Background: an optimization exercise with open tools, aiming at small area, a short achievable clock period and few clock cycles. Do not read the settings as production practice. Function was checked by simulation only, so behaviour that the tests miss may differ from the original. Power figures rest on the tool's default switching activity, not on a simulated workload.

==> design/flow/config.mk <==
export PLATFORM = sky130hd
export DESIGN_NAME = JAM
export DESIGN_NICKNAME = JAM
export VERILOG_FILES = /design/flow/design.v
export SDC_FILE = /design/flow/constraint.sdc
export NUM_CORES = 4
export LEC_CHECK = 0
export CAP_MARGIN = 20
export CORE_MARGIN = 2
export CORE_UTILIZATION = 65
export SETUP_SLACK_MARGIN = 0.6
export SLEW_MARGIN = 20
==> design/flow/constraint.sdc <==
create_clock -name core_clock -period 4.5 [get_ports {CLK}]
set_input_delay 0.9000 -clock core_clock [delete_from_list [all_inputs] [get_ports {CLK}]]
set_output_delay 0.9000 -clock core_clock [all_outputs]
set_load 0.01 [all_outputs]
==> design/flow/design.v <==
module JAM (
    input CLK,
    input RST,
    output [2:0] W,
    output [2:0] J,
    input [6:0] Cost,
    output reg [3:0] MatchCount,
    output reg [9:0] MinCost,
    output reg Valid
);
reg [7:0] t;           
wire [7:0] t_next = RST ? 8'd1 : (t == 8'd127 ? t : t + 8'd1);
always @(posedge CLK) t <= t_next;
function [2:0] w_of(input [5:0] tt);
    begin
        case (tt)
            6'd0: w_of = 3'd4;
            6'd1: w_of = 3'd4;
            6'd2: w_of = 3'd5;
            6'd3: w_of = 3'd7;
            6'd4: w_of = 3'd1;
            6'd5: w_of = 3'd0;
            6'd6: w_of = 3'd3;
            6'd7: w_of = 3'd7;
            6'd8: w_of = 3'd2;
            6'd9: w_of = 3'd7;
            6'd10: w_of = 3'd7;
            6'd11: w_of = 3'd5;
            6'd12: w_of = 3'd2;
            6'd13: w_of = 3'd7;
            6'd14: w_of = 3'd4;
            6'd15: w_of = 3'd3;
            6'd16: w_of = 3'd5;
            6'd17: w_of = 3'd3;
            6'd18: w_of = 3'd3;
            6'd19: w_of = 3'd0;
            6'd20: w_of = 3'd7;
            6'd21: w_of = 3'd1;
            6'd22: w_of = 3'd0;
            6'd23: w_of = 3'd4;
            6'd24: w_of = 3'd6;
            6'd25: w_of = 3'd6;
            6'd26: w_of = 3'd4;
            6'd27: w_of = 3'd6;
            6'd28: w_of = 3'd3;
            6'd29: w_of = 3'd6;
            6'd30: w_of = 3'd2;
            6'd31: w_of = 3'd2;
            6'd32: w_of = 3'd1;
            6'd33: w_of = 3'd5;
            6'd34: w_of = 3'd2;
            6'd35: w_of = 3'd1;
            6'd36: w_of = 3'd4;
            6'd37: w_of = 3'd3;
            6'd38: w_of = 3'd7;
            6'd39: w_of = 3'd5;
            6'd40: w_of = 3'd0;
            6'd41: w_of = 3'd1;
            6'd42: w_of = 3'd6;
            6'd43: w_of = 3'd4;
            6'd44: w_of = 3'd5;
            6'd45: w_of = 3'd2;
            6'd46: w_of = 3'd1;
            6'd47: w_of = 3'd0;
            6'd48: w_of = 3'd7;
            6'd49: w_of = 3'd0;
            6'd50: w_of = 3'd1;
            6'd51: w_of = 3'd2;
            6'd52: w_of = 3'd6;
            6'd53: w_of = 3'd5;
            6'd54: w_of = 3'd6;
            6'd55: w_of = 3'd1;
            6'd56: w_of = 3'd3;
            6'd57: w_of = 3'd2;
            6'd58: w_of = 3'd0;
            6'd59: w_of = 3'd3;
            6'd60: w_of = 3'd0;
            6'd61: w_of = 3'd4;
            6'd62: w_of = 3'd5;
            6'd63: w_of = 3'd6;
            default: w_of = 3'd0;
        endcase
    end
endfunction
wire [2:0] lw = w_of(t[5:0]);
reg [2:0] lj;           
always @* begin
    case (lw)
        3'd0: lj = t[2:0] - 3'd0;
        3'd1: lj = t[2:0] - 3'd6;
        3'd2: lj = t[2:0] - 3'd7;
        3'd3: lj = t[2:0] - 3'd7;
        3'd4: lj = t[2:0] - 3'd5;
        3'd5: lj = t[2:0] - 3'd6;
        3'd6: lj = t[2:0] - 3'd7;
        3'd7: lj = t[2:0] - 3'd0;
        default: lj = t[2:0];
    endcase
end
assign W = RST ? 3'd4 : lw;
assign J = RST ? 3'd3 : lj;
reg [6:0] R [0:7][0:7];
integer wi, pi;
always @(posedge CLK) begin
    for (wi = 0; wi < 8; wi = wi + 1) begin
        for (pi = 7; pi > 0; pi = pi - 1)
            R[wi][pi] <= R[wi][pi-1];
        if (RST ? (wi == 4) : (t < 8'd64 && lw == wi))
            R[wi][0] <= Cost;
        else
            R[wi][0] <= R[wi][7];
    end
end
function [4:0] pat_of(input [7:0] tt);    
    begin
        case (tt)
            8'd46: pat_of = 5'd16;
            8'd47: pat_of = 5'd21;
            8'd53: pat_of = 5'd22;
            8'd54: pat_of = 5'd18;
            8'd55: pat_of = 5'd16;
            8'd56: pat_of = 5'd22;
            8'd57: pat_of = 5'd17;
            8'd58: pat_of = 5'd22;
            8'd59: pat_of = 5'd23;
            8'd60: pat_of = 5'd21;
            8'd61: pat_of = 5'd19;
            8'd62: pat_of = 5'd25;
            8'd63: pat_of = 5'd25;
            8'd64: pat_of = 5'd24;
            8'd65: pat_of = 5'd16;
            8'd66: pat_of = 5'd21;
            8'd67: pat_of = 5'd20;
            8'd68: pat_of = 5'd23;
            8'd69: pat_of = 5'd24;
            8'd70: pat_of = 5'd24;
            8'd71: pat_of = 5'd24;
            8'd72: pat_of = 5'd23;
            8'd73: pat_of = 5'd23;
            8'd74: pat_of = 5'd20;
            8'd75: pat_of = 5'd18;
            8'd76: pat_of = 5'd22;
            8'd77: pat_of = 5'd23;
            8'd78: pat_of = 5'd23;
            8'd79: pat_of = 5'd23;
            8'd80: pat_of = 5'd20;
            8'd81: pat_of = 5'd22;
            8'd82: pat_of = 5'd23;
            8'd83: pat_of = 5'd17;
            8'd84: pat_of = 5'd20;
            8'd85: pat_of = 5'd21;
            8'd86: pat_of = 5'd22;
            8'd87: pat_of = 5'd22;
            8'd88: pat_of = 5'd19;
            8'd89: pat_of = 5'd21;
            8'd90: pat_of = 5'd19;
            8'd91: pat_of = 5'd22;
            8'd92: pat_of = 5'd19;
            8'd93: pat_of = 5'd20;
            8'd94: pat_of = 5'd21;
            8'd95: pat_of = 5'd20;
            8'd96: pat_of = 5'd17;
            8'd97: pat_of = 5'd20;
            8'd98: pat_of = 5'd18;
            8'd99: pat_of = 5'd21;
            8'd100: pat_of = 5'd18;
            8'd101: pat_of = 5'd18;
            8'd102: pat_of = 5'd20;
            8'd103: pat_of = 5'd19;
            8'd104: pat_of = 5'd21;
            8'd105: pat_of = 5'd19;
            8'd106: pat_of = 5'd17;
            8'd107: pat_of = 5'd19;
            8'd108: pat_of = 5'd17;
            8'd109: pat_of = 5'd17;
            8'd110: pat_of = 5'd19;
            8'd111: pat_of = 5'd18;
            8'd112: pat_of = 5'd18;
            8'd113: pat_of = 5'd18;
            8'd114: pat_of = 5'd16;
            8'd115: pat_of = 5'd16;
            8'd116: pat_of = 5'd16;
            8'd117: pat_of = 5'd16;
            8'd118: pat_of = 5'd17;
            8'd119: pat_of = 5'd17;
            8'd120: pat_of = 5'd16;
            default: pat_of = 5'd0;
        endcase
    end
endfunction
reg [4:0] pn;           
reg iv;                 
always @(posedge CLK) begin
    pn <= RST ? pat_of(8'd0) : pat_of(t);
    iv <= ~RST & pn[4];
end
wire [6:0] a00 = R[0][0];
wire [6:0] a10 = R[1][2];
wire [6:0] a20 = R[2][1];
wire [6:0] a30 = R[3][1];
reg [1:0] sel_a1_0;
always @(posedge CLK) begin
    case (pn[3:0])
        4'd2, 4'd4, 4'd5, 4'd6, 4'd7, 4'd8: sel_a1_0 <= 2'd1;
        default: sel_a1_0 <= 2'd2;
    endcase
end
wire [6:0] a01 = ({7{sel_a1_0[0]}} & R[0][1]) | ({7{sel_a1_0[1]}} & R[0][2]);
reg [1:0] sel_a1_1;
always @(posedge CLK) begin
    if (RST) sel_a1_1 <= 2'd0;
    else begin
        case (pn[3:0])
            4'd2, 4'd4, 4'd5, 4'd6, 4'd7, 4'd8: sel_a1_1 <= 2'd1;
            default: sel_a1_1 <= 2'd2;
        endcase
    end
end
wire [6:0] a11 = ({7{sel_a1_1[0]}} & R[1][3]) | ({7{sel_a1_1[1]}} & R[1][4]);
reg [1:0] sel_a1_2;
always @(posedge CLK) begin
    if (RST) sel_a1_2 <= 2'd3;
    else begin
        case (pn[3:0])
            4'd2, 4'd4, 4'd5, 4'd6, 4'd7, 4'd8: sel_a1_2 <= 2'd1;
            default: sel_a1_2 <= 2'd2;
        endcase
    end
end
wire [6:0] a21 = ({7{sel_a1_2[0]}} & R[2][2]) | ({7{sel_a1_2[1]}} & R[2][3]);
reg [1:0] sel_a1_3;
always @(posedge CLK) begin
    if (RST) sel_a1_3 <= 2'd1;
    else begin
        case (pn[3:0])
            4'd2, 4'd4, 4'd5, 4'd6, 4'd7, 4'd8: sel_a1_3 <= 2'd1;
            default: sel_a1_3 <= 2'd2;
        endcase
    end
end
wire [6:0] a31 = ({7{sel_a1_3[0]}} & R[3][2]) | ({7{sel_a1_3[1]}} & R[3][3]);
reg [3:0] sel_a2_0;
always @(posedge CLK) begin
    case (pn[3:0])
        4'd0, 4'd1, 4'd3: sel_a2_0 <= 4'd1;
        4'd4, 4'd6: sel_a2_0 <= 4'd2;
        4'd2, 4'd7, 4'd9: sel_a2_0 <= 4'd4;
        default: sel_a2_0 <= 4'd8;
    endcase
end
wire [6:0] a02 = ({7{sel_a2_0[0]}} & R[0][1]) | ({7{sel_a2_0[1]}} & R[0][3]) | ({7{sel_a2_0[2]}} & R[0][4]) | ({7{sel_a2_0[3]}} & R[0][5]);
reg [3:0] sel_a2_1;
always @(posedge CLK) begin
    if (RST) sel_a2_1 <= 4'd0;
    else begin
        case (pn[3:0])
            4'd0, 4'd1, 4'd3: sel_a2_1 <= 4'd1;
            4'd4, 4'd6: sel_a2_1 <= 4'd2;
            4'd2, 4'd7, 4'd9: sel_a2_1 <= 4'd4;
            default: sel_a2_1 <= 4'd8;
        endcase
    end
end
wire [6:0] a12 = ({7{sel_a2_1[0]}} & R[1][3]) | ({7{sel_a2_1[1]}} & R[1][5]) | ({7{sel_a2_1[2]}} & R[1][6]) | ({7{sel_a2_1[3]}} & R[1][7]);
reg [3:0] sel_a2_2;
always @(posedge CLK) begin
    if (RST) sel_a2_2 <= 4'd15;
    else begin
        case (pn[3:0])
            4'd0, 4'd1, 4'd3: sel_a2_2 <= 4'd1;
            4'd4, 4'd6: sel_a2_2 <= 4'd2;
            4'd2, 4'd7, 4'd9: sel_a2_2 <= 4'd4;
            default: sel_a2_2 <= 4'd8;
        endcase
    end
end
wire [6:0] a22 = ({7{sel_a2_2[0]}} & R[2][2]) | ({7{sel_a2_2[1]}} & R[2][4]) | ({7{sel_a2_2[2]}} & R[2][5]) | ({7{sel_a2_2[3]}} & R[2][6]);
reg [3:0] sel_a2_3;
always @(posedge CLK) begin
    if (RST) sel_a2_3 <= 4'd1;
    else begin
        case (pn[3:0])
            4'd0, 4'd1, 4'd3: sel_a2_3 <= 4'd1;
            4'd4, 4'd6: sel_a2_3 <= 4'd2;
            4'd2, 4'd7, 4'd9: sel_a2_3 <= 4'd4;
            default: sel_a2_3 <= 4'd8;
        endcase
    end
end
wire [6:0] a32 = ({7{sel_a2_3[0]}} & R[3][2]) | ({7{sel_a2_3[1]}} & R[3][4]) | ({7{sel_a2_3[2]}} & R[3][5]) | ({7{sel_a2_3[3]}} & R[3][6]);
reg [3:0] sel_a3_0;
always @(posedge CLK) begin
    case (pn[3:0])
        4'd5: sel_a3_0 <= 4'd1;
        4'd1, 4'd4, 4'd8: sel_a3_0 <= 4'd2;
        4'd3, 4'd6, 4'd7, 4'd9: sel_a3_0 <= 4'd4;
        default: sel_a3_0 <= 4'd8;
    endcase
end
wire [6:0] a03 = ({7{sel_a3_0[0]}} & R[0][3]) | ({7{sel_a3_0[1]}} & R[0][4]) | ({7{sel_a3_0[2]}} & R[0][6]) | ({7{sel_a3_0[3]}} & R[0][7]);
reg [3:0] sel_a3_1;
always @(posedge CLK) begin
    if (RST) sel_a3_1 <= 4'd0;
    else begin
        case (pn[3:0])
            4'd5: sel_a3_1 <= 4'd1;
            4'd1, 4'd4, 4'd8: sel_a3_1 <= 4'd2;
            4'd3, 4'd6, 4'd7, 4'd9: sel_a3_1 <= 4'd4;
            default: sel_a3_1 <= 4'd8;
        endcase
    end
end
wire [6:0] a13 = ({7{sel_a3_1[0]}} & R[1][5]) | ({7{sel_a3_1[1]}} & R[1][6]) | ({7{sel_a3_1[2]}} & R[1][0]) | ({7{sel_a3_1[3]}} & R[1][1]);
reg [3:0] sel_a3_2;
always @(posedge CLK) begin
    if (RST) sel_a3_2 <= 4'd15;
    else begin
        case (pn[3:0])
            4'd5: sel_a3_2 <= 4'd1;
            4'd1, 4'd4, 4'd8: sel_a3_2 <= 4'd2;
            4'd3, 4'd6, 4'd7, 4'd9: sel_a3_2 <= 4'd4;
            default: sel_a3_2 <= 4'd8;
        endcase
    end
end
wire [6:0] a23 = ({7{sel_a3_2[0]}} & R[2][4]) | ({7{sel_a3_2[1]}} & R[2][5]) | ({7{sel_a3_2[2]}} & R[2][7]) | ({7{sel_a3_2[3]}} & R[2][0]);
reg [3:0] sel_a3_3;
always @(posedge CLK) begin
    if (RST) sel_a3_3 <= 4'd1;
    else begin
        case (pn[3:0])
            4'd5: sel_a3_3 <= 4'd1;
            4'd1, 4'd4, 4'd8: sel_a3_3 <= 4'd2;
            4'd3, 4'd6, 4'd7, 4'd9: sel_a3_3 <= 4'd4;
            default: sel_a3_3 <= 4'd8;
        endcase
    end
end
wire [6:0] a33 = ({7{sel_a3_3[0]}} & R[3][4]) | ({7{sel_a3_3[1]}} & R[3][5]) | ({7{sel_a3_3[2]}} & R[3][7]) | ({7{sel_a3_3[3]}} & R[3][0]);
reg [3:0] sel_b0_0;
always @(posedge CLK) begin
    case (pn[3:0])
        4'd9: sel_b0_0 <= 4'd1;
        4'd2, 4'd7, 4'd8: sel_b0_0 <= 4'd2;
        4'd0, 4'd3, 4'd5, 4'd6: sel_b0_0 <= 4'd4;
        default: sel_b0_0 <= 4'd8;
    endcase
end
wire [6:0] b00 = ({7{sel_b0_0[0]}} & R[4][4]) | ({7{sel_b0_0[1]}} & R[4][5]) | ({7{sel_b0_0[2]}} & R[4][7]) | ({7{sel_b0_0[3]}} & R[4][0]);
reg [3:0] sel_b0_1;
always @(posedge CLK) begin
    if (RST) sel_b0_1 <= 4'd0;
    else begin
        case (pn[3:0])
            4'd9: sel_b0_1 <= 4'd1;
            4'd2, 4'd7, 4'd8: sel_b0_1 <= 4'd2;
            4'd0, 4'd3, 4'd5, 4'd6: sel_b0_1 <= 4'd4;
            default: sel_b0_1 <= 4'd8;
        endcase
    end
end
wire [6:0] b10 = ({7{sel_b0_1[0]}} & R[5][3]) | ({7{sel_b0_1[1]}} & R[5][4]) | ({7{sel_b0_1[2]}} & R[5][6]) | ({7{sel_b0_1[3]}} & R[5][7]);
reg [3:0] sel_b0_2;
always @(posedge CLK) begin
    if (RST) sel_b0_2 <= 4'd15;
    else begin
        case (pn[3:0])
            4'd9: sel_b0_2 <= 4'd1;
            4'd2, 4'd7, 4'd8: sel_b0_2 <= 4'd2;
            4'd0, 4'd3, 4'd5, 4'd6: sel_b0_2 <= 4'd4;
            default: sel_b0_2 <= 4'd8;
        endcase
    end
end
wire [6:0] b20 = ({7{sel_b0_2[0]}} & R[6][2]) | ({7{sel_b0_2[1]}} & R[6][3]) | ({7{sel_b0_2[2]}} & R[6][5]) | ({7{sel_b0_2[3]}} & R[6][6]);
reg [3:0] sel_b0_3;
always @(posedge CLK) begin
    if (RST) sel_b0_3 <= 4'd1;
    else begin
        case (pn[3:0])
            4'd9: sel_b0_3 <= 4'd1;
            4'd2, 4'd7, 4'd8: sel_b0_3 <= 4'd2;
            4'd0, 4'd3, 4'd5, 4'd6: sel_b0_3 <= 4'd4;
            default: sel_b0_3 <= 4'd8;
        endcase
    end
end
wire [6:0] b30 = ({7{sel_b0_3[0]}} & R[7][1]) | ({7{sel_b0_3[1]}} & R[7][2]) | ({7{sel_b0_3[2]}} & R[7][4]) | ({7{sel_b0_3[3]}} & R[7][5]);
reg [1:0] sel_b1_0;
always @(posedge CLK) begin
    case (pn[3:0])
        4'd4, 4'd5, 4'd6: sel_b1_0 <= 2'd1;
        default: sel_b1_0 <= 2'd2;
    endcase
end
wire [6:0] b01 = ({7{sel_b1_0[0]}} & R[4][5]) | ({7{sel_b1_0[1]}} & R[4][6]);
reg [1:0] sel_b1_1;
always @(posedge CLK) begin
    if (RST) sel_b1_1 <= 2'd0;
    else begin
        case (pn[3:0])
            4'd4, 4'd5, 4'd6: sel_b1_1 <= 2'd1;
            default: sel_b1_1 <= 2'd2;
        endcase
    end
end
wire [6:0] b11 = ({7{sel_b1_1[0]}} & R[5][4]) | ({7{sel_b1_1[1]}} & R[5][5]);
reg [1:0] sel_b1_2;
always @(posedge CLK) begin
    if (RST) sel_b1_2 <= 2'd3;
    else begin
        case (pn[3:0])
            4'd4, 4'd5, 4'd6: sel_b1_2 <= 2'd1;
            default: sel_b1_2 <= 2'd2;
        endcase
    end
end
wire [6:0] b21 = ({7{sel_b1_2[0]}} & R[6][3]) | ({7{sel_b1_2[1]}} & R[6][4]);
reg [1:0] sel_b1_3;
always @(posedge CLK) begin
    if (RST) sel_b1_3 <= 2'd1;
    else begin
        case (pn[3:0])
            4'd4, 4'd5, 4'd6: sel_b1_3 <= 2'd1;
            default: sel_b1_3 <= 2'd2;
        endcase
    end
end
wire [6:0] b31 = ({7{sel_b1_3[0]}} & R[7][2]) | ({7{sel_b1_3[1]}} & R[7][3]);
reg [1:0] sel_b2_0;
always @(posedge CLK) begin
    case (pn[3:0])
        4'd0, 4'd2, 4'd3, 4'd6, 4'd7, 4'd9: sel_b2_0 <= 2'd1;
        default: sel_b2_0 <= 2'd2;
    endcase
end
wire [6:0] b02 = ({7{sel_b2_0[0]}} & R[4][0]) | ({7{sel_b2_0[1]}} & R[4][2]);
reg [1:0] sel_b2_1;
always @(posedge CLK) begin
    if (RST) sel_b2_1 <= 2'd0;
    else begin
        case (pn[3:0])
            4'd0, 4'd2, 4'd3, 4'd6, 4'd7, 4'd9: sel_b2_1 <= 2'd1;
            default: sel_b2_1 <= 2'd2;
        endcase
    end
end
wire [6:0] b12 = ({7{sel_b2_1[0]}} & R[5][7]) | ({7{sel_b2_1[1]}} & R[5][1]);
reg [1:0] sel_b2_2;
always @(posedge CLK) begin
    if (RST) sel_b2_2 <= 2'd3;
    else begin
        case (pn[3:0])
            4'd0, 4'd2, 4'd3, 4'd6, 4'd7, 4'd9: sel_b2_2 <= 2'd1;
            default: sel_b2_2 <= 2'd2;
        endcase
    end
end
wire [6:0] b22 = ({7{sel_b2_2[0]}} & R[6][6]) | ({7{sel_b2_2[1]}} & R[6][0]);
reg [1:0] sel_b2_3;
always @(posedge CLK) begin
    if (RST) sel_b2_3 <= 2'd1;
    else begin
        case (pn[3:0])
            4'd0, 4'd2, 4'd3, 4'd6, 4'd7, 4'd9: sel_b2_3 <= 2'd1;
            default: sel_b2_3 <= 2'd2;
        endcase
    end
end
wire [6:0] b32 = ({7{sel_b2_3[0]}} & R[7][5]) | ({7{sel_b2_3[1]}} & R[7][7]);
reg [1:0] sel_b3_0;
always @(posedge CLK) begin
    case (pn[3:0])
        4'd0, 4'd1, 4'd2, 4'd4, 4'd5, 4'd8: sel_b3_0 <= 2'd1;
        default: sel_b3_0 <= 2'd2;
    endcase
end
wire [6:0] b03 = ({7{sel_b3_0[0]}} & R[4][1]) | ({7{sel_b3_0[1]}} & R[4][2]);
reg [1:0] sel_b3_1;
always @(posedge CLK) begin
    if (RST) sel_b3_1 <= 2'd0;
    else begin
        case (pn[3:0])
            4'd0, 4'd1, 4'd2, 4'd4, 4'd5, 4'd8: sel_b3_1 <= 2'd1;
            default: sel_b3_1 <= 2'd2;
        endcase
    end
end
wire [6:0] b13 = ({7{sel_b3_1[0]}} & R[5][0]) | ({7{sel_b3_1[1]}} & R[5][1]);
reg [1:0] sel_b3_2;
always @(posedge CLK) begin
    if (RST) sel_b3_2 <= 2'd3;
    else begin
        case (pn[3:0])
            4'd0, 4'd1, 4'd2, 4'd4, 4'd5, 4'd8: sel_b3_2 <= 2'd1;
            default: sel_b3_2 <= 2'd2;
        endcase
    end
end
wire [6:0] b23 = ({7{sel_b3_2[0]}} & R[6][7]) | ({7{sel_b3_2[1]}} & R[6][0]);
reg [1:0] sel_b3_3;
always @(posedge CLK) begin
    if (RST) sel_b3_3 <= 2'd1;
    else begin
        case (pn[3:0])
            4'd0, 4'd1, 4'd2, 4'd4, 4'd5, 4'd8: sel_b3_3 <= 2'd1;
            default: sel_b3_3 <= 2'd2;
        endcase
    end
end
wire [6:0] b33 = ({7{sel_b3_3[0]}} & R[7][6]) | ({7{sel_b3_3[1]}} & R[7][7]);
wire [107:0] pa, pb;
side_pairs UPA (.c({a33, a32, a31, a30, a23, a22, a21, a20, a13, a12, a11, a10, a03, a02, a01, a00}), .s(pa));
side_pairs UPB (.c({b33, b32, b31, b30, b23, b22, b21, b20, b13, b12, b11, b10, b03, b02, b01, b00}), .s(pb));
reg [107:0] pa_q, pb_q;
reg v1, v2, v3, v4;
always @(posedge CLK) begin
    pa_q <= pa;
    pb_q <= pb;
    v1 <= ~RST & iv;
    v2 <= ~RST & v1;
    v3 <= ~RST & v2;
    v4 <= ~RST & v3;
end
wire [38:0] ha, hb;
side_half UHA (.s(pa_q), .h(ha));
side_half UHB (.s(pb_q), .h(hb));
reg [38:0] ha_q, hb_q;
always @(posedge CLK) begin
    ha_q <= ha;
    hb_q <= hb;
end
wire [25:0] ga, gb;
mc_comb UGA (.a(ha_q[12:0]), .b(ha_q[25:13]), .y(ga[12:0]));
mc_comb UGB (.a(hb_q[12:0]), .b(hb_q[25:13]), .y(gb[12:0]));
assign ga[25:13] = ha_q[38:26];
assign gb[25:13] = hb_q[38:26];
reg [25:0] ga_q, gb_q;
always @(posedge CLK) begin
    ga_q <= ga;
    gb_q <= gb;
end
wire [12:0] ma, mb;
mc_comb UMA (.a(ga_q[12:0]), .b(ga_q[25:13]), .y(ma));
mc_comb UMB (.a(gb_q[12:0]), .b(gb_q[25:13]), .y(mb));
reg [9:0] cand;
reg [3:0] ka, kb;
always @(posedge CLK) begin
    cand <= {1'b0, ma[8:0]} + {1'b0, mb[8:0]};
    ka <= ma[12:9];
    kb <= mb[12:9];
end
wire [3:0] cc = ka * kb;
always @(posedge CLK) begin
    if (RST) begin
        MinCost <= 10'h3ff;
        MatchCount <= 4'd0;
        Valid <= 1'b0;
    end else begin
        if (v4) begin
            if (cand < MinCost) begin
                MinCost <= cand;
                MatchCount <= cc;
            end else if (cand == MinCost) begin
                MatchCount <= MatchCount + cc;
            end
        end
        Valid <= (t == 8'd126);
    end
end
endmodule
module mc_comb (
    input  [12:0] a,
    input  [12:0] b,
    output [12:0] y
);
wire lt = a[8:0] < b[8:0];
wire eq = a[8:0] == b[8:0];
assign y = eq ? {a[12:9] + b[12:9], a[8:0]} : (lt ? a : b);
endmodule
module side_pairs (
    input  [111:0] c,       
    output [107:0] s        
);
function [8:0] pair;        
    input [6:0] x0, y1, y0, x1;    
    reg [7:0] u, v;
    begin
        u = x0 + y1;
        v = y0 + x1;
        pair = {u == v, (u < v) ? u : v};
    end
endfunction
wire [6:0] q [0:3][0:3];
genvar gr, gs;
generate for (gr = 0; gr < 4; gr = gr + 1) begin : g_r
    for (gs = 0; gs < 4; gs = gs + 1) begin : g_s
        assign q[gr][gs] = c[(gr*4+gs)*7 +: 7];
    end
end endgenerate
assign s[0*9 +: 9] = pair(q[0][0], q[1][1], q[0][1], q[1][0]);
assign s[6*9 +: 9] = pair(q[2][0], q[3][1], q[2][1], q[3][0]);
assign s[1*9 +: 9] = pair(q[0][0], q[1][2], q[0][2], q[1][0]);
assign s[7*9 +: 9] = pair(q[2][0], q[3][2], q[2][2], q[3][0]);
assign s[2*9 +: 9] = pair(q[0][0], q[1][3], q[0][3], q[1][0]);
assign s[8*9 +: 9] = pair(q[2][0], q[3][3], q[2][3], q[3][0]);
assign s[3*9 +: 9] = pair(q[0][1], q[1][2], q[0][2], q[1][1]);
assign s[9*9 +: 9] = pair(q[2][1], q[3][2], q[2][2], q[3][1]);
assign s[4*9 +: 9] = pair(q[0][1], q[1][3], q[0][3], q[1][1]);
assign s[10*9 +: 9] = pair(q[2][1], q[3][3], q[2][3], q[3][1]);
assign s[5*9 +: 9] = pair(q[0][2], q[1][3], q[0][3], q[1][2]);
assign s[11*9 +: 9] = pair(q[2][2], q[3][3], q[2][3], q[3][2]);
endmodule
module side_half (
    input  [107:0] s,
    output [38:0] h         
);
wire [12:0] e [0:5];
genvar gi;
generate for (gi = 0; gi < 6; gi = gi + 1) begin : g_e
    wire [1:0] lg = {1'b0, s[gi*9+8]} + {1'b0, s[(11-gi)*9+8]};
    assign e[gi] = {4'd1 << lg, {1'b0, s[gi*9 +: 8]} + {1'b0, s[(11-gi)*9 +: 8]}};
end endgenerate
mc_comb C0 (.a(e[0]), .b(e[1]), .y(h[12:0]));
mc_comb C1 (.a(e[2]), .b(e[3]), .y(h[25:13]));
mc_comb C2 (.a(e[4]), .b(e[5]), .y(h[38:26]));
endmodule
==> design/flow/run.sh <==
#!/bin/bash
# synth_recipe.tcl (not shown) runs the flow's synth.tcl, then flattens the netlist and writes it again
# the make line also repeats each setting of config.mk as NAME=value (left out here)
make -C /OpenROAD-flow-scripts/flow DESIGN_CONFIG=/design/flow/config.mk WORK_HOME=/design/flow/orfs CLKGATE_MAP_FILE= SYNTH_SCRIPT=/design/flow/synth_recipe.tcl finish
==> flow_metrics.tcl, run 1 <==
set metrics [dict create \
    status "no timing/DRC/antenna violations" \
    htreeDepth 3 \
    placed_cell_area_um2 53200 \
    peakVddDrop_uv 857 \
    slew_violations 0 \
    intPower_mw 27.9 \
    worstMarginPinSlew_ns 1.08 \
    syn_area_um2 51200 \
    grt_pass1_wl_um 217000 \
    via_count 39300 \
    place_hpwl_um 114000 \
    synth_cell_type_count 67 \
    yosys_warnings 4 \
    ys_top_cells_by_count "dfxtp_1, ha_1, inv_1, a21oi_1, nand2_1" \
    hold_class "flop to flop" \
    drt_iter0_drc 3350 \
    seqPwrFrac_pct 24.6 \
    synthMuxAreaShare_pct 5.02 \
    avgSynthCellArea_um2 9.71 \
    p_sw_share_pct 44.2 \
    fp.dieH_um 285 \
    synthXorXnorAreaFrac_pct 6.04 \
    comb_power_share_pct 59.9 \
    grt_pass1_vias 37500 \
    routed_wl_um 144000 \
    whs_ns 0.320 \
    synthFlopType "dfxtp_1" \
    numPortBuffers 29 \
    fin_area_um2 56800 \
    gp_congestion 0.995 \
    ys_seq_area_share_pct 35.5 \
    synthSimpleGateAreaFrac_pct 7.60 \
    grt_max_degree 39 \
    final_util_pct 73.1 \
    syn2layout_area_growth_pct 11.0 \
    grt_overflow 0 \
    synth_compound_area_share_pct 18.3 \
    core_area_um2 77700 \
    drt-pass1-iter-count 7 \
    drc 0 \
    io_pins 30 \
    async_flop_share_pct 0 \
    synth_top_family_by_area "adder cells" \
    grt_setup_unrepaired "true" \
    grt_usage_pct 34.8 \
    worst_path_max_delay_cell "dfxtp_2" \
    syn_nets 6190 \
    max_stage_delay_ns 0.36 \
    wl_per_cell_um 22.1 \
    critPathLaunchType "flop" \
    cts-root-buf "clkbuf_16" \
    critical_path.max_fanout 10 \
    synthCells 5277 \
    fmax_mhz 259 \
    fin_crit_ns 3.85 \
    setup_tns_ns 0 \
    yosysTopAreaCell "dfxtp_1" \
    place_ws_ns 0.295 \
    ys_ff_latch 908 \
    dieArea_um2 81100 \
    p_per_area_nw_per_um2 879 \
    crit_chain "buf_4 -> a22o_1 -> or2_4 -> xor2_1 -> ha_1 -> a211o_1 -> a21oi_2 -> o21bai_1 -> a21o_1 -> xnor2_2 -> ha_1 -> a21o_1 -> a21oi_1 -> o21ai_0 -> buf_4 -> mux2i_2" \
    power_switching_mw 22.1 \
    required_ns 5.02 \
    vias_per_cell 6.01 \
    clock_latency_ns 0.66 \
    clockBufferDepth 3 \
    arrival_ns 4.37 \
    netlist.area_leader.share_pct 35.5 \
    synth.most_common_cell "dfxtp_1" \
    final.period_utilization_pct 85.6 \
    cp-end-kind "flop" \
    skew_ns 0.0245 \
    cts.sinks 908 \
    setup_viol 0 \
    rows 102 \
    cts-hold-fix-buffers 0 \
    tritoncts "built" \
    finalHoldViolCount 0 \
    relSlewSlack_pct 28.2 \
    synthTopCellsByArea "dfxtp_1, ha_1, a21oi_1, xnor2_1, inv_1" \
    ant_nets 0 \
    p_leak_nw 28.0 \
    num-nets-final 6333 \
    maxCapViolations 0 \
    drive_above_1_share_pct 10.9 \
    worst_slack_ns 0.646 \
    cts_made_buffers 90 \
    start_util_pct 65.9 \
    p_clk_share_pct 15.5 \
    worstSetupPathType "flop to flop" \
    die_w_um 285 \
    synth-edff-count 0 \
    synthAdderAreaFrac_pct 23.2 \
    antenna_found_initial 16 \
    clk_pin_slew_ns 0.06 \
]
-- cells in the final DEF (no fill, tap or decap), drive strengths merged, types with 26 or more instances in the layout --
cell and count:
buf 113, xor2 109, nand3 33, ha 837, nand2 298, o21a 26, fa 67, nor3 47
o21ai 239, xnor2 244, nand2b 64, a21oi 441, nand4 64, a211oi 29, a22oi 167, o21bai 105
nor2 235, a21o 209, a22o 118, mux2i 71, mux2 163, dfxtp 908, clkbuf 124, nor2b 58
clkdlybuf4s50 27, inv 512
-- layout make-up --
| cell class | instances | area [um^2] |
|---|---|---|
| multi-input combinational | 3778 | 31200 |
| clock buffer | 124 | 2610 |
| clock inverter | 38 | 440 |
| antenna | 5 | 12.5 |
| inverter | 501 | 1880 |
| tap | 1040 | 1300 |
| sequential | 908 | 18200 |
| timing repair buffer | 141 | 1140 |
| fill | 5806 | 20900 |
-- repair_timing --
item,in CTS,in global routing
endpoints found under the setup margin,66,230
pin swaps,1,18
setup buffers,1,14
gates resized for setup,36,142
-- state kept, by name, indices dropped and copies added, names as in the netlist, 5 cells and up --
name     count
ha_q        39
pn           5
ga_q        26
pb_q       108
pa_q       108
gb_q        26
R          448
cand        10
t            8
hb_q        39
MinCost     10
-- metal layers --
layer | vias up | wire length, um | track usage (%)
met5 | - | 41 | 0
met4 | 6 | 4320 | 10.8
met3 | 252 | 12900 | 7.03
met2 | 1434 | 61500 | 52.7
met1 | 18600 | 65500 | 49.6
li1 | 19000 | - | -
-- final timing paths --
check             endpoint  slack, ns  cells after the start   startpoint
setup reg to reg  pb_q[74]       0.65                     16  sel_b0_1[3]
hold / removal    gb_q[25]       0.32                      0     hb_q[38]
hold reg to reg   gb_q[25]       0.32                      0     hb_q[38]
setup / recovery  pb_q[74]       0.65                     16  sel_b0_1[3]
-- power by group through the flow --
stage / registers (mW) / logic (mW) / clock network (mW)
floorplan: 11.6 / 20.4 / 0
global placement: 12.4 / 27.5 / 0
detailed placement: 12.4 / 28.0 / 0
CTS: 12.3 / 28.5 / 7.78
global route: 12.5 / 33.0 / 8.11
finish: 12.3 / 29.9 / 7.72
-- per-stage QoR --
| stage | instances | power [mW] |
|---|---|---|
| 2_1_floorplan | 5277 | 31.9 |
| 6_report | 6535 | 50.0 |
| 3_3_place_gp | 6352 | 39.8 |
| 3_5_place_dp | 6353 | 40.4 |
| 5_1_grt | 6530 | 53.6 |
| 4_1_cts | 6516 | 48.5 |
-- critical path: cells and delay by family (launching register included) --
family / cells / cell delay, ns
flip-flops: 1 / 0.36
multiplexers: 1 / 0.35
adder cells (fa/ha/maj): 2 / 0.49
AO/OA/AOI/OAI: 8 / 1.42
AND/OR/NAND/NOR: 1 / 0.32
buffers and inverters: 2 / 0.37
XOR/XNOR: 2 / 0.40
-- cells by family (layout without fill, tap and decap cells) --
group / after synthesis / count (layout)
buffers and inverters: 591 / 804
and+or+nand+nor: 847 / 847
adders and majority gates: 910 / 910
other: 0 / 5
muxes: 235 / 235
DFF: 908 / 908
AOI/OAI and AO/OA: 1433 / 1433
xor gates and xnor gates: 353 / 353
Testbench counts, summed over its fixed seeds: cycles 1,024.
==> run 2: changes to the inputs <==
--- a/design/flow/design.v
+++ b/design/flow/design.v
@@ -4,8 +4,8 @@
     output [2:0] W,
     output [2:0] J,
     input [6:0] Cost,
-    output reg [3:0] MatchCount,
-    output reg [9:0] MinCost,
+    output [3:0] MatchCount,
+    output [9:0] MinCost,
     output reg Valid
 );
 reg [7:0] t;           
@@ -551,21 +551,21 @@
     kb <= mb[12:9];
 end
 wire [3:0] cc = ka * kb;
+reg [9:0] best;
+reg [3:0] nbest;
+wire lt = v4 && cand < best;
+wire eq = v4 && cand == best;
+assign MinCost = lt ? cand : best;
+assign MatchCount = lt ? cc : (eq ? nbest + cc : nbest);
 always @(posedge CLK) begin
     if (RST) begin
-        MinCost <= 10'h3ff;
-        MatchCount <= 4'd0;
+        best <= 10'h3ff;
+        nbest <= 4'd0;
         Valid <= 1'b0;
     end else begin
-        if (v4) begin
-            if (cand < MinCost) begin
-                MinCost <= cand;
-                MatchCount <= cc;
-            end else if (cand == MinCost) begin
-                MatchCount <= MatchCount + cc;
-            end
-        end
-        Valid <= (t == 8'd126);
+        best <= MinCost;
+        nbest <= MatchCount;
+        Valid <= (t == 8'd125);
     end
 end
 endmodule
--- a/design/flow/config.mk
+++ b/design/flow/config.mk
@@ -7,6 +7,6 @@
 export LEC_CHECK = 0
 export CAP_MARGIN = 20
 export CORE_MARGIN = 2
-export CORE_UTILIZATION = 65
+export CORE_UTILIZATION = 72
 export SETUP_SLACK_MARGIN = 0.6
 export SLEW_MARGIN = 20
==> run 2 against run 1 <==
Non-clock buffer count grew 35. Count of clock-buffer cells in the layout shrank 4. Via count grew 6.0%. Wire length grew 4.1%.
==> flow_metrics.tcl, run 2 <==
set metrics [dict create \
    gp_congestion 1.05 \
    numPortBuffers 29 \
    start_util_pct 72.7 \
    arrival_ns 4.39 \
    p_sw_share_pct 43.4 \
    status "no timing/DRC/antenna violations" \
    synth-edff-count 0 \
    syn_nets 6307 \
    fin_crit_ns 3.88 \
    comb_power_share_pct 59.3 \
    synthCells 5394 \
    synthXorXnorAreaFrac_pct 5.49 \
    grt_usage_pct 39.2 \
    hold_class "flop to flop" \
    async_flop_share_pct 0 \
    wl_per_cell_um 22.8 \
    critPathCapture "pb_q[104]" \
    clockBufferDepth 3 \
    worst_slack_ns 0.618 \
    num-nets-final 6482 \
    final_util_pct 81.7 \
    ys_seq_area_share_pct 35.0 \
    seqPwrFrac_pct 23.9 \
    p_clk_share_pct 16.7 \
    critPathLaunchType "flop" \
    io_pins 30 \
    place_ws_ns 0.267 \
    syn_area_um2 52000 \
    relSlewSlack_pct 26.3 \
    critPathLaunch "sel_b2_3[0]" \
    dieArea_um2 74400 \
    worst_path_max_delay_cell "dfxtp_4" \
    synthAdderAreaFrac_pct 22.9 \
    avgSynthCellArea_um2 9.64 \
    grt_overflow 0 \
    yosysTopAreaCell "dfxtp_1" \
    setup_tns_ns 0 \
    clock_latency_ns 0.67 \
    setup_viol 0 \
    ant_nets 0 \
    rows 98 \
    cts-hold-fix-buffers 0 \
    drt-pass1-iter-count 9 \
    vias_per_cell 6.31 \
    synth_cell_type_count 78 \
    fill_cells 4544 \
    routed_wl_um 150000 \
    p_leak_nw 28.7 \
    fmax_mhz 258 \
    synth_top_family_by_area "adder cells" \
    cp-end-kind "flop" \
    power_switching_mw 21.8 \
    ys_ff_latch 908 \
    synthTopCellsByArea "dfxtp_1, ha_1, a21oi_1, inv_1, a21o_1" \
    layout_commonest_cell "dfxtp_1" \
    largest_reg_flops 448 \
    drive_above_1_share_pct 12.5 \
    synthFlopType "dfxtp_1" \
    grt_max_degree 68 \
    maxCapViolations 0 \
    cts-root-buf "clkbuf_16" \
    grt_setup_unrepaired "true" \
    grt_pass1_wl_um 225000 \
    syn2layout_area_growth_pct 12.3 \
    critical_path.max_fanout 9 \
    core_area_um2 71500 \
    required_ns 5.01 \
    synthSimpleGateAreaFrac_pct 9.32 \
    multiInputGateArea_um2 32400 \
    antenna_found_initial 23 \
    final_cell_mix "dfxtp_1, ha_1, inv_1, a21oi_1, nand2_1" \
    synthMuxAreaShare_pct 5.10 \
    htreeDepth 3 \
    die_w_um 273 \
    cts_made_buffers 91 \
    seqCellArea_um2 18300 \
    finalHoldViolCount 0 \
    place_hpwl_um 115000 \
    worstSetupPathType "flop to flop" \
    intPower_mw 28.4 \
    skew_ns 0.0287 \
    via_count 41600 \
    final.period_utilization_pct 86.3 \
    ys_top_cells_by_count "dfxtp_1, ha_1, inv_1, a21oi_1, nand2_1" \
    slew_violations 0 \
    fp.dieH_um 273 \
    r2r-end "pb_q[104]" \
    max_stage_delay_ns 0.38 \
    tritoncts "built" \
    drt_iter0_drc 3830 \
    synth.most_common_cell "dfxtp_1" \
    clk_pin_slew_ns 0.06 \
    cts.sinks 908 \
    p_per_area_nw_per_um2 861 \
    peakVddDrop_uv 837 \
    crit_chain "buf_4 -> a22o_1 -> ha_1 -> nor2b_1 -> o21a_1 -> o21a_1 -> o21ai_0 -> nand2b_1 -> xnor2_2 -> inv_1 -> ha_1 -> a21o_1 -> a21oi_1 -> o21ai_2 -> buf_6 -> mux2_2" \
    regMostFlops "R" \
    synth_compound_area_share_pct 18.1 \
    worst-r2r-cell-count 16 \
    reg2reg_slack_ns 0.62 \
    largestRegisters "R: 448 flops, pa_q: 108 flops, pb_q: 108 flops" \
    yosys_warnings 4 \
    grt_pass1_vias 39900 \
    drc 0 \
    netlist.area_leader.share_pct 35.0 \
    worstMarginPinSlew_ns 1.10 \
    r2r_start "sel_b2_3[0]" \
]
[run 2: how the worst min path moves through the flow]
stage	cells after the start	start	slack, ns	to
after global placement	0	R[56][3]	0.31	R[57][3]
after CTS	0	R[42][2]	0.32	R[43][2]
after floorplan	0	R[35][0]	0.31	R[36][0]
after global routing	0	ha_q[27]	0.33	ga_q[14]
after detailed placement	0	R[42][0]	0.31	R[43][0]
final	0	R[42][5]	0.32	R[43][5]
[run 2: cells by family after synthesis]
group	count (synthesis)
muxes	249
and+or+nand+nor	999
buffers and inverters	569
adders and majority gates	910
xor gates and xnor gates	325
AOI/OAI and AO/OA	1434
DFF	908
[run 2: layer usage]
metal,vias up,global-route usage (%),share of wire [%]
met5,-,0,0.037
met2,1954,59.8,43
met3,433,9.27,10
met4,8,15.0,4.2
met1,19800,53.9,42
li1,19400,-,-
[run 2: power by group through the flow]
| stage | combinational (mW) | sequential [mW] | clock (mW) |
|---|---|---|---|
| 2_1_floorplan | 19.3 | 11.4 | 0 |
| 3_5_place_dp | 26.4 | 12.1 | 0 |
| 3_3_place_gp | 25.6 | 12.0 | 0 |
| 5_1_grt | 32.5 | 12.2 | 8.77 |
| 6_report | 29.8 | 12.0 | 8.41 |
| 4_1_cts | 27.5 | 12.0 | 8.44 |
[run 2: area by class of cell]
| cell class | instances | area share, % |
|---|---|---|
| antenna | 6 | 0.0257 |
| clock buffer | 120 | 4.35 |
| sequential | 908 | 31.3 |
| multi-input combinational | 3919 | 55.5 |
| inverter | 473 | 3.04 |
| tap | 950 | 2.04 |
| timing repair buffer | 176 | 2.39 |
| clock inverter | 47 | 1.35 |
[run 2: timing repair]
| action | CTS | global route |
|---|---|---|
| resized for setup | 88 | 226 |
| setup buffers | 12 | 34 |
| gates cloned | 1 | 7 |
| endpoints found under the setup margin | 142 | 249 |
| pin swaps | 8 | 52 |
[run 2: worst max-delay path: cells and delay by family, from the launching register on]
| family | cells | cell delay [ns] |
|---|---|---|
| muxes | 1 | 0.35 |
| and+or+nand+nor | 2 | 0.26 |
| AOI/OAI and AO/OA | 7 | 1.36 |
| xor gates and xnor gates | 1 | 0.28 |
| DFF | 1 | 0.38 |
| buffers and inverters | 3 | 0.41 |
| adders and majority gates | 2 | 0.68 |
[run 2: metrics by stage]
| stage | instance area, um^2 | power (mW) | hold WS (ns) | std cells |
|---|---|---|---|---|
| 2_1_floorplan | 52000 | 30.6 | 0.310 | 5394 |
| 3_3_place_gp | 53800 | 37.7 | 0.310 | 6372 |
| 3_5_place_dp | 53800 | 38.5 | 0.312 | 6372 |
| 4_1_cts | 57400 | 47.9 | 0.319 | 6552 |
| 5_1_grt | 58400 | 53.4 | 0.329 | 6593 |
| 6_report | 58400 | 50.3 | 0.320 | 6599 |
Testbench counts of run 2, summed over its fixed seeds: cycles 1,016.
==> run 3: changes to the inputs <==
--- a/design/flow/config.mk
+++ b/design/flow/config.mk
@@ -7,6 +7,6 @@
 export LEC_CHECK = 0
 export CAP_MARGIN = 20
 export CORE_MARGIN = 2
-export CORE_UTILIZATION = 72
+export CORE_UTILIZATION = 65
 export SETUP_SLACK_MARGIN = 0.6
 export SLEW_MARGIN = 20
==> run 3 against run 2 <==
Synthesized area unchanged. Design area up 0.39%. Clock skew up 0.0056 ns. Register-to-register slack about the same. Clock power down 2%. Fmax about the same. Sequential share of layout area down 0.13 points. Global-route usage down 4.0 points. Critical path depth unchanged. Largest cell class unchanged.
==> flow_metrics.tcl, run 3 <==
set metrics [dict create \
    status "no timing/DRC/antenna violations" \
    seqPwrFrac_pct 24.3 \
    p_clk_share_pct 16.6 \
    synthCells 5394 \
    grt_usage_pct 35.2 \
    worstSetupPathType "flop to flop" \
    htreeDepth 3 \
    clk_pin_slew_ns 0.06 \
    layout_commonest_cell "dfxtp_1" \
    final.period_utilization_pct 86.2 \
    skew_ns 0.0343 \
    fin_crit_ns 3.88 \
    syn2layout_area_growth_pct 12.7 \
    critPathLaunchType "flop" \
    cts-root-buf "clkbuf_16" \
    ys_top_cells_by_count "dfxtp_1, ha_1, inv_1, a21oi_1, nand2_1" \
    worst_path_max_delay_cell "nor2_1" \
    clock_latency_ns 0.67 \
    fmax_mhz 258 \
    worstMarginPinSlew_ns 1.12 \
    p_per_area_nw_per_um2 847 \
    cts-hold-fix-buffers 0 \
    drive_above_1_share_pct 12.7 \
    cp_common_cell "buf_4" \
    tritoncts "built" \
    cp-end-kind "flop" \
    intPower_mw 28.4 \
    max_stage_delay_ns 0.62 \
    largest_reg_flops 448 \
    final_util_pct 74.1 \
    maxCapViolations 0 \
    grt_pass1_wl_um 222000 \
    dieArea_um2 82200 \
    grt_pass1_vias 38500 \
    num-nets-final 6501 \
    largestRegisters "R: 448 flops, pa_q: 108 flops, pb_q: 108 flops" \
    synth-edff-count 0 \
    relSlewSlack_pct 25.1 \
    place_hpwl_um 116000 \
    critical_path.max_fanout 8 \
    avgSynthCellArea_um2 9.64 \
    drt-pass1-iter-count 6 \
    regMostFlops "R" \
    die_w_um 287 \
    netlist.area_leader.share_pct 35.0 \
    grt_setup_unrepaired "true" \
    arrival_ns 4.35 \
    place_inst 6490 \
    ant_nets 0 \
    wl_per_cell_um 22.0 \
    synth_cell_type_count 78 \
    setup_tns_ns 0 \
    synth.most_common_cell "dfxtp_1" \
    required_ns 4.97 \
    yosysTopAreaCell "dfxtp_1" \
    grt_overflow 0 \
    vias_per_cell 6.03 \
    drc 0 \
    comb_power_share_pct 59.1 \
    clockBufferDepth 3 \
    ys_ff_latch 908 \
    synthFlopType "dfxtp_1" \
    syn_nets 6307 \
    gp_congestion 1.10 \
    numPortBuffers 29 \
    ys_seq_area_share_pct 35.0 \
    syn_area_um2 52000 \
    layout.cells.non_filler 6716 \
    power_switching_mw 21.2 \
    rows 103 \
    via_count 40500 \
    hold_class "flop to flop" \
    cts.sinks 908 \
    core_area_um2 79100 \
    setup_viol 0 \
    slew_violations 0 \
    drt_iter0_drc 3563 \
    peakVddDrop_uv 663 \
    finalHoldViolCount 0 \
    p_leak_nw 28.8 \
    async_flop_share_pct 0 \
    io_pins 30 \
    routed_wl_um 148000 \
    final_cell_mix "dfxtp_1, ha_1, inv_1, a21oi_1, nand2_1" \
    cts_made_buffers 93 \
    grt_max_degree 56 \
    synthTopCellsByArea "dfxtp_1, ha_1, a21oi_1, inv_1, a21o_1" \
    yosys_warnings 4 \
    start_util_pct 65.7 \
    antenna_found_initial 17 \
    p_sw_share_pct 42.7 \
    crit_chain "buf_4 -> a22oi_1 -> nand2_2 -> buf_4 -> buf_4 -> fa_2 -> a21o_1 -> a21oi_2 -> o21bai_1 -> a21oi_1 -> xor2_1 -> inv_1 -> ha_1 -> nand4_1 -> buf_4 -> nor2_1" \
    fp.dieH_um 287 \
]
run 3: cell counts after synthesis:
No cell type changed its count.
run 3: worst paths after layout:
kind,startpoint,cells past startpoint,slack (ns),to
worst max-delay path,sel_a2_3[1],16,0.62,pa_q[17]
worst max register to register,sel_a2_3[1],16,0.62,pa_q[17]
worst min-delay path,ha_q[30],0,0.32,ga_q[17]
worst min register to register,ha_q[30],0,0.32,ga_q[17]
run 3: through the flow:
step | setup slack [ns] | hold WS, ns | instance area, um^2 | power [mW]
2_1_floorplan | 0.783 | 0.310 | 52000 | 30.6
3_3_place_gp | 0.219 | 0.310 | 54000 | 38.0
3_5_place_dp | 0.368 | 0.312 | 54000 | 38.5
4_1_cts | 0.465 | 0.320 | 57600 | 47.3
5_1_grt | 0.494 | 0.325 | 58600 | 53.2
6_report | 0.620 | 0.321 | 58600 | 49.6
run 3: critical path: cells and delay by family (launching register included):
family	cells	cell delay [ns]
fa+ha+maj	2	0.67
xor+xnor	1	0.21
flops	1	0.37
buf+inv	5	0.75
compound gates	5	0.76
simple gates	3	0.92
run 3: power by group through the flow:
stage	logic [mW]	registers (mW)	clock network, mW
final	29.3	12.1	8.24
after global routing	32.3	12.2	8.64
after CTS	26.9	12.0	8.32
after detailed placement	26.3	12.2	0
after global placement	25.8	12.1	0
after floorplan	19.3	11.4	0
run 3: cell type report:
cell class | count | area [um^2]
Sequential cell | 908 | 18200
Timing Repair Buffer | 194 | 1560
Clock buffer | 121 | 2620
Multi-Input combinational cell | 3918 | 32400
Inverter | 473 | 1780
Fill cell | 5893 | 20500
Clock inverter | 51 | 708
Tap cell | 1050 | 1310
Antenna cell | 1 | 2.50
run 3: layer usage:
layer | vias to the layer above | wire length (um) | track usage (%)
li1 | 19500 | - | -
met1 | 19100 | 67800 | 50.9
met2 | 1563 | 61200 | 52.1
met3 | 307 | 12900 | 6.96
met4 | 4 | 5760 | 12.5
met5 | - | 26 | 0
run 3: kinds of logic (layout without fill, tap and decap cells):
logic type,after synthesis,count (layout),synth area share (%)
multiplexers,249,249,5.10
flip-flops,908,908,35.0
buffers and inverters,569,839,4.16
AND/OR/NAND/NOR,999,1000,9.32
XOR/XNOR,325,325,5.49
AO/OA/AOI/OAI,1434,1434,18.1
other,0,1,0
adder cells (fa/ha/maj),910,910,22.9
run 3: repair_timing:
item | CTS | global route
resized for setup | 68 | 236
buffers inserted | 8 | 39
gates cloned | 1 | 5
setup endpoints to repair | 120 | 238
pin swaps | 6 | 42
==> run 4: changes to the inputs <==
--- a/design/flow/config.mk
+++ b/design/flow/config.mk
@@ -8,5 +8,5 @@
 export CAP_MARGIN = 20
 export CORE_MARGIN = 2
 export CORE_UTILIZATION = 65
-export SETUP_SLACK_MARGIN = 0.6
+export SETUP_SLACK_MARGIN = 1.0
 export SLEW_MARGIN = 20
==> run 4 against run 3 <==
Via count increased by 7.2%. Design area rose by 11%. Die area is the same. Global-route usage grew 1.3 points. Synthesized cell count did not move. Critical endpoint is now pb_q[63].
==> flow_metrics.tcl, run 4 <==
set metrics [dict create \
    clk_pin_slew_ns 0.07 \
    min_from "R[56][6]" \
    syn_nets 6307 \
    avgSynthCellArea_um2 9.64 \
    regMostFlops "R" \
    final.period_utilization_pct 85.5 \
    synth.most_common_cell "dfxtp_1" \
    critPathLaunchType "flop" \
    relSlewSlack_pct 25.0 \
    r2r_start "sel_b0_1[1]" \
    worstSetupPathType "flop to flop" \
    required_ns 5.09 \
    cp-end-kind "flop" \
    vias_per_cell 6.17 \
    setup_viol 0 \
    fin_crit_ns 3.85 \
    r2r-end "pb_q[63]" \
    synthCells 5394 \
    final_cell_mix "dfxtp_1, ha_1, inv_1, buf_4, a21oi_1" \
    grt_overflow 0 \
    tritoncts "built" \
    cts-hold-fix-buffers 0 \
    rows 103 \
    cts.sinks 908 \
    ys_top_cells_by_count "dfxtp_1, ha_1, inv_1, a21oi_1, nand2_1" \
    place_hpwl_um 116000 \
    synth_cell_type_count 78 \
    min_to "R[57][6]" \
    place_ws_ns 0.223 \
    antenna_found_initial 17 \
    p_per_area_nw_per_um2 885 \
    fin_area_um2 64800 \
    dieArea_um2 82200 \
    gp_congestion 1.03 \
    clock_latency_ns 0.67 \
    cts_made_buffers 92 \
    synthTopCellsByArea "dfxtp_1, ha_1, a21oi_1, inv_1, a21o_1" \
    power_mw 57.3 \
    grt_util_met1_pct 50.8 \
    numPortBuffers 29 \
    grt_pass1_vias 40100 \
    gr-usage-met2_pct 56.8 \
    grt.busiest_layer "met2" \
    hold_class "flop to flop" \
    drc 0 \
    worst-r2r-cell-count 20 \
    ys_seq_area_share_pct 35.0 \
    drt-pass1-iter-count 6 \
    ys_ff_latch 908 \
    grt_pass1_wl_um 231000 \
    clockBufferDepth 3 \
    async_flop_share_pct 0 \
    synthFlopType "dfxtp_1" \
    holdPathStages 0 \
    netlist.area_leader.share_pct 35.0 \
    arrival_ns 4.44 \
    reg2reg_slack_ns 0.65 \
    place_inst 6476 \
    peakVddDrop_uv 748 \
    grt_max_degree 58 \
    yosysTopAreaCell "dfxtp_1" \
    wl_per_cell_um 23.4 \
    routed_wl_um 165000 \
    placed_cell_area_um2 54000 \
    fmax_mhz 260 \
    skew_ns 0.0203 \
    layout.cells.non_filler 7031 \
    syn2layout_area_growth_pct 24.6 \
    syn_area_um2 52000 \
    setup_tns_ns 0 \
    critical_path.max_fanout 8 \
    start_util_pct 65.7 \
    cts-root-buf "clkbuf_16" \
    worst_slack_ns 0.653 \
    whs_ns 0.322 \
    grt_setup_unrepaired "true" \
    slew_violations 0 \
    ant_nets 0 \
    drive_above_1_share_pct 27.3 \
    yosys_warnings 4 \
    maxCapViolations 0 \
    fill_cells 4768 \
    finalHoldViolCount 0 \
    fp.dieH_um 287 \
    io_pins 30 \
    htreeDepth 3 \
    via_count 43400 \
    p_leak_nw 30.8 \
    largest_reg_flops 448 \
    layout_commonest_cell "dfxtp_1" \
    status "no timing/DRC/antenna violations" \
    synth-edff-count 0 \
    worstMarginPinSlew_ns 1.12 \
    num-nets-final 6815 \
    drt_iter0_drc 3871 \
    core_area_um2 79100 \
    largestRegisters "R: 448 flops, pa_q: 108 flops, pb_q: 108 flops" \
    use_met3_pct 7.48 \
    final_util_pct 81.9 \
    grt_usage_pct 36.5 \
    die_w_um 287 \
]
-- run 4: cell counts after synthesis --
No cell type changed its count.
-- run 4: worst max-delay path by stage --
stage	from	end	slack, ns
2_1_floorplan	pa_q[36]	ha_q[26]	0.91
3_3_place_gp	sel_a2_3[2]	pa_q[50]	0.10
3_5_place_dp	sel_b0_2[0]	pb_q[63]	0.22
4_1_cts	kb[1]	MatchCount[3]	0.69
5_1_grt	sel_b0_1[1]	pb_q[63]	0.58
6_report	sel_b0_1[1]	pb_q[63]	0.65
-- run 4: repair_timing --
item                       in CTS  in global routing
gates cloned                    9                  8
setup endpoints to repair     286                296
setup buffers                 164                201
gates resized for setup       580                694
pin swaps                     156                386
-- run 4: layout make-up --
cell class              instances  area (um^2)  area share (%)
repair buffers                505         4330            6.69
flip-flops and latches        908        18400            28.4
clock inverters                42          606           0.935
multi-input cells            3922        35700            55.1
diodes                          4         10.0          0.0155
well taps                    1050         1310            2.03
clock buffers                 127         2660            4.10
inverters                     473         1790            2.77
-- run 4: kinds of logic after synthesis --
| logic type | synth area share (%) |
|---|---|
| AOI/OAI and AO/OA | 18.1 |
| xor gates and xnor gates | 5.49 |
| adders and majority gates | 22.9 |
| buffers and inverters | 4.16 |
| DFF | 35.0 |
| muxes | 5.10 |
| and+or+nand+nor | 9.32 |
-- run 4: critical path, cell delays in order, from the launching register on --
cell	delay, ns
dfxtp_4	0.36
buf_12	0.12
buf_8	0.13
a22oi_2	0.27
nand2_4	0.10
buf_6	0.13
buf_6	0.11
xnor2_2	0.13
ha_2	0.20
a21oi_2	0.17
nor2b_1	0.07
a311o_1	0.31
a21o_1	0.17
a21oi_2	0.13
xor2_1	0.09
ha_1	0.30
nand4_1	0.18
o21ai_4	0.40
nand2_1	0.13
o21ai_2	0.11
buf_6	0.16
-- run 4: routing by layer --
metal  vias to the layer above  share of wire, %
met2                      2012                44
met5                         -             0.086
li1                      20100                 -
met4                         4               4.3
met1                     20800                42
met3                       481               9.1
-- run 4: where the power goes --
part	internal (mW)	switching (mW)	total, mW
logic	17.3	19.6	36.9
registers	10.5	1.68	12.2
clock network	4.86	3.35	8.21
total	32.7	24.6	57.3
==> run 5: changes to the inputs <==
--- a/design/flow/config.mk
+++ b/design/flow/config.mk
@@ -8,5 +8,5 @@
 export CAP_MARGIN = 20
 export CORE_MARGIN = 2
 export CORE_UTILIZATION = 65
-export SETUP_SLACK_MARGIN = 1.0
+export SETUP_SLACK_MARGIN = 0.75
 export SLEW_MARGIN = 20
==> run 5 against run 4 <==
Hold slack worse by 0.0049 ns. Largest cell class unchanged. Sequential power hardly changed. Wire length is 9.0% lower.
==> flow_metrics.tcl, run 5 <==
set metrics [dict create \
    syn_area_um2 52000 \
    worstMarginPinSlew_ns 1.14 \
    grt_pass1_wl_um 223000 \
    core_area_um2 79100 \
    skew_ns 0.0388 \
    synthAdderAreaFrac_pct 22.9 \
    fin_crit_ns 3.80 \
    synth_compound_area_share_pct 18.1 \
    placed_cell_area_um2 54000 \
    clockBufferDepth 3 \
    ant_nets 0 \
    final_cell_mix "dfxtp_1, ha_1, inv_1, a21oi_1, nand2_1" \
    start_util_pct 65.7 \
    synth.most_common_cell "dfxtp_1" \
    critPathLaunch "ka[0]" \
    final.period_utilization_pct 84.5 \
    setup_viol 0 \
    maxCapViolations 0 \
    grt_pass1_vias 38700 \
    cts_made_buffers 93 \
    p_leak_nw 29.1 \
    grt_overflow 0 \
    largestRegisters "R: 448 flops, pa_q: 108 flops, pb_q: 108 flops" \
    layout_commonest_cell "dfxtp_1" \
    worstSetupPathType "flop to output pin" \
    wl_per_cell_um 22.2 \
    setup_tns_ns 0 \
    dieArea_um2 82200 \
    ys_top_cells_by_count "dfxtp_1, ha_1, inv_1, a21oi_1, nand2_1" \
    min_from "ha_q[26]" \
    fill_cells 5697 \
    gp_congestion 1.10 \
    htreeDepth 3 \
    grt_setup_unrepaired "true" \
    synthFlopType "dfxtp_1" \
    tritoncts "built" \
    regMostFlops "R" \
    relSlewSlack_pct 24.3 \
    synth_top_family_by_area "adder cells" \
    peakVddDrop_uv 721 \
    yosysTopAreaCell "dfxtp_1" \
    status "no timing/DRC/antenna violations" \
    syn_nets 6307 \
    num-nets-final 6547 \
    yosys_warnings 4 \
    r2r_start "sel_a2_3[2]" \
    grt_usage_pct 35.4 \
    grt_max_degree 56 \
    fin_area_um2 59700 \
    clk_pin_slew_ns 0.06 \
    fp.dieH_um 287 \
    finalHoldViolCount 0 \
    largest_reg_flops 448 \
    drt-pass1-iter-count 6 \
    via_count 41000 \
    ys_ff_latch 908 \
    netlist.area_leader.share_pct 35.0 \
    p_per_area_nw_per_um2 857 \
    antenna_found_initial 22 \
    cts-root-buf "clkbuf_16" \
    required_ns 3.60 \
    syn2layout_area_growth_pct 14.9 \
    synthSimpleGateAreaFrac_pct 9.32 \
    hold_class "flop to flop" \
    rows 103 \
    cts.sinks 908 \
    drc 0 \
    synth-edff-count 0 \
    clock_latency_ns 0.68 \
    synthTopCellsByArea "dfxtp_1, ha_1, a21oi_1, inv_1, a21o_1" \
    slew_violations 0 \
    io_pins 30 \
    critical_path.max_fanout 4 \
    die_w_um 287 \
    arrival_ns 2.90 \
    avgSynthCellArea_um2 9.64 \
    routed_wl_um 150000 \
    cts-hold-fix-buffers 0 \
    synthXorXnorAreaFrac_pct 5.49 \
    critPathLaunchType "flop" \
    drive_above_1_share_pct 16.4 \
    synthMuxAreaShare_pct 5.10 \
    synth_cell_type_count 78 \
    synthCells 5394 \
    drt_iter0_drc 3396 \
    async_flop_share_pct 0 \
    place_hpwl_um 116000 \
    vias_per_cell 6.06 \
    fmax_mhz 263 \
    cp-end-kind "output pin" \
    ys_seq_area_share_pct 35.0 \
    numPortBuffers 29 \
]
-- run 5: changes by cell type in the layout (fill, tap and decap cells not counted), sizes merged --
cell	before	now
buf	492	212
clkinv	13	27
clkdlybuf4s15	0	5
dlygate4sd2	1	5
o21ai	293	289
clkinvlp	12	9
inv	478	475
diode	4	2
bufinv	12	13
-- run 5: final cells by class --
| type | count | area, um^2 | area share (%) |
|---|---|---|---|
| clock buffers | 121 | 2620 | 4.39 |
| multi-input cells | 3918 | 33100 | 55.4 |
| flip-flops and latches | 908 | 18300 | 30.6 |
| diodes | 2 | 5.00 | 0.00838 |
| inverters | 473 | 1790 | 3.00 |
| well taps | 1050 | 1310 | 2.20 |
| repair buffers | 240 | 1920 | 3.22 |
| clock inverters | 51 | 708 | 1.19 |
-- run 5: per-stage QoR --
stage	hold WS [ns]	std cells	total power, mW	setup WS, ns	util (%)
2_1_floorplan	0.310	5394	30.6	0.783	-
3_3_place_gp	0.310	6489	38.0	0.219	68.3
3_5_place_dp	0.312	6490	38.5	0.368	68.3
4_1_cts	0.320	6691	48.0	0.545	73.3
5_1_grt	0.325	6761	54.7	0.554	75.5
6_report	0.318	6763	51.2	0.699	75.5
-- run 5: critical path, cell delays in order (launching register included) --
cell and delay [ns]:
dfxtp_2 0.34, and2_4 0.15, ha_4 0.24, ha_4 0.27
ha_4 0.20, ha_4 0.25, a21oi_4 0.15, nor3_1 0.06
a21o_1 0.16, a22oi_1 0.15, o21ai_1 0.11, buf_2 0.15
-- run 5: repair_timing --
item	in CTS	in global routing
hold endpoints to repair	0	0
pin swaps	19	92
setup buffers	26	63
endpoints found under the setup margin	206	263
gates resized for setup	166	377
cloned	3	7
-- run 5: path summary, 6_finish.rpt --
path                        end  slack, ns  cells after the start
setup reg to reg       pa_q[17]       0.71                     16
hold / removal         ga_q[13]       0.32                      0
setup / recovery  MatchCount[3]       0.70                     11
hold reg to reg        ga_q[13]       0.32                      0
-- run 5: cell families (layout without fill, tap and decap cells) --
| kind of cell | after synthesis | count (layout) |
|---|---|---|
| AOI/OAI and AO/OA | 1434 | 1434 |
| and+or+nand+nor | 999 | 1000 |
| adders and majority gates | 910 | 910 |
| DFF | 908 | 908 |
| buffers and inverters | 569 | 885 |
| xor gates and xnor gates | 325 | 325 |
| muxes | 249 | 249 |
| other | 0 | 2 |
-- run 5: where the power goes --
| group | leakage, nW | internal (mW) | switching, mW |
|---|---|---|---|
| Sequential | 7.50 | 10.5 | 1.58 |
| Clock | 1.64 | 4.90 | 3.35 |
| Combinational | 20.0 | 13.9 | 16.9 |
-- run 5: layer usage --
metal | part of all wire (%) | track usage (%)
met1 | 46 | 50.9
met4 | 3.8 | 12.7
met5 | 0.035 | 0
met3 | 8.7 | 7.08
met2 | 42 | 52.4

-- what the ideal ports hide --
The flow's constraints put no driver on any port. The routed layouts listed below were extracted and timed again, unchanged, in two steps.
Step 1 (the two cells are an assumption about what drives the block):
set clk [get_ports {CLK}]
set_driving_cell -lib_cell sky130_fd_sc_hd__clkbuf_16 $clk
set_driving_cell -lib_cell sky130_fd_sc_hd__buf_2 [delete_from_list [all_inputs] $clk]
Step 2, shift: input delay + t, output delay - t, t = (earliest + latest rising clock arrival at the registers) / 2. This alone moves slack from input paths to output paths.
a / b / c = ideal / step 1 / step 2; a / b = the first two.
run | shift t [ns] | setup WS [ns] | clock arrival spread, ns | pins driven straight from the clock port
run 1 | 0.716 | 0.646 / 0.646 / 0.646 | 0.026 / 0.026 | 1
run 2 | 0.724 | 0.618 / 0.608 / 0.618 | 0.029 / 0.029 | 1
run 3 | 0.727 | 0.620 / 0.620 / 0.620 | 0.036 / 0.036 | 1
run 4 | 0.729 | 0.653 / 0.623 / 0.653 | 0.022 / 0.022 | 1
run 5 | 0.734 | 0.699 / 0.628 / 0.709 | 0.042 / 0.041 | 1
After both steps setup and hold are still met in every run listed.
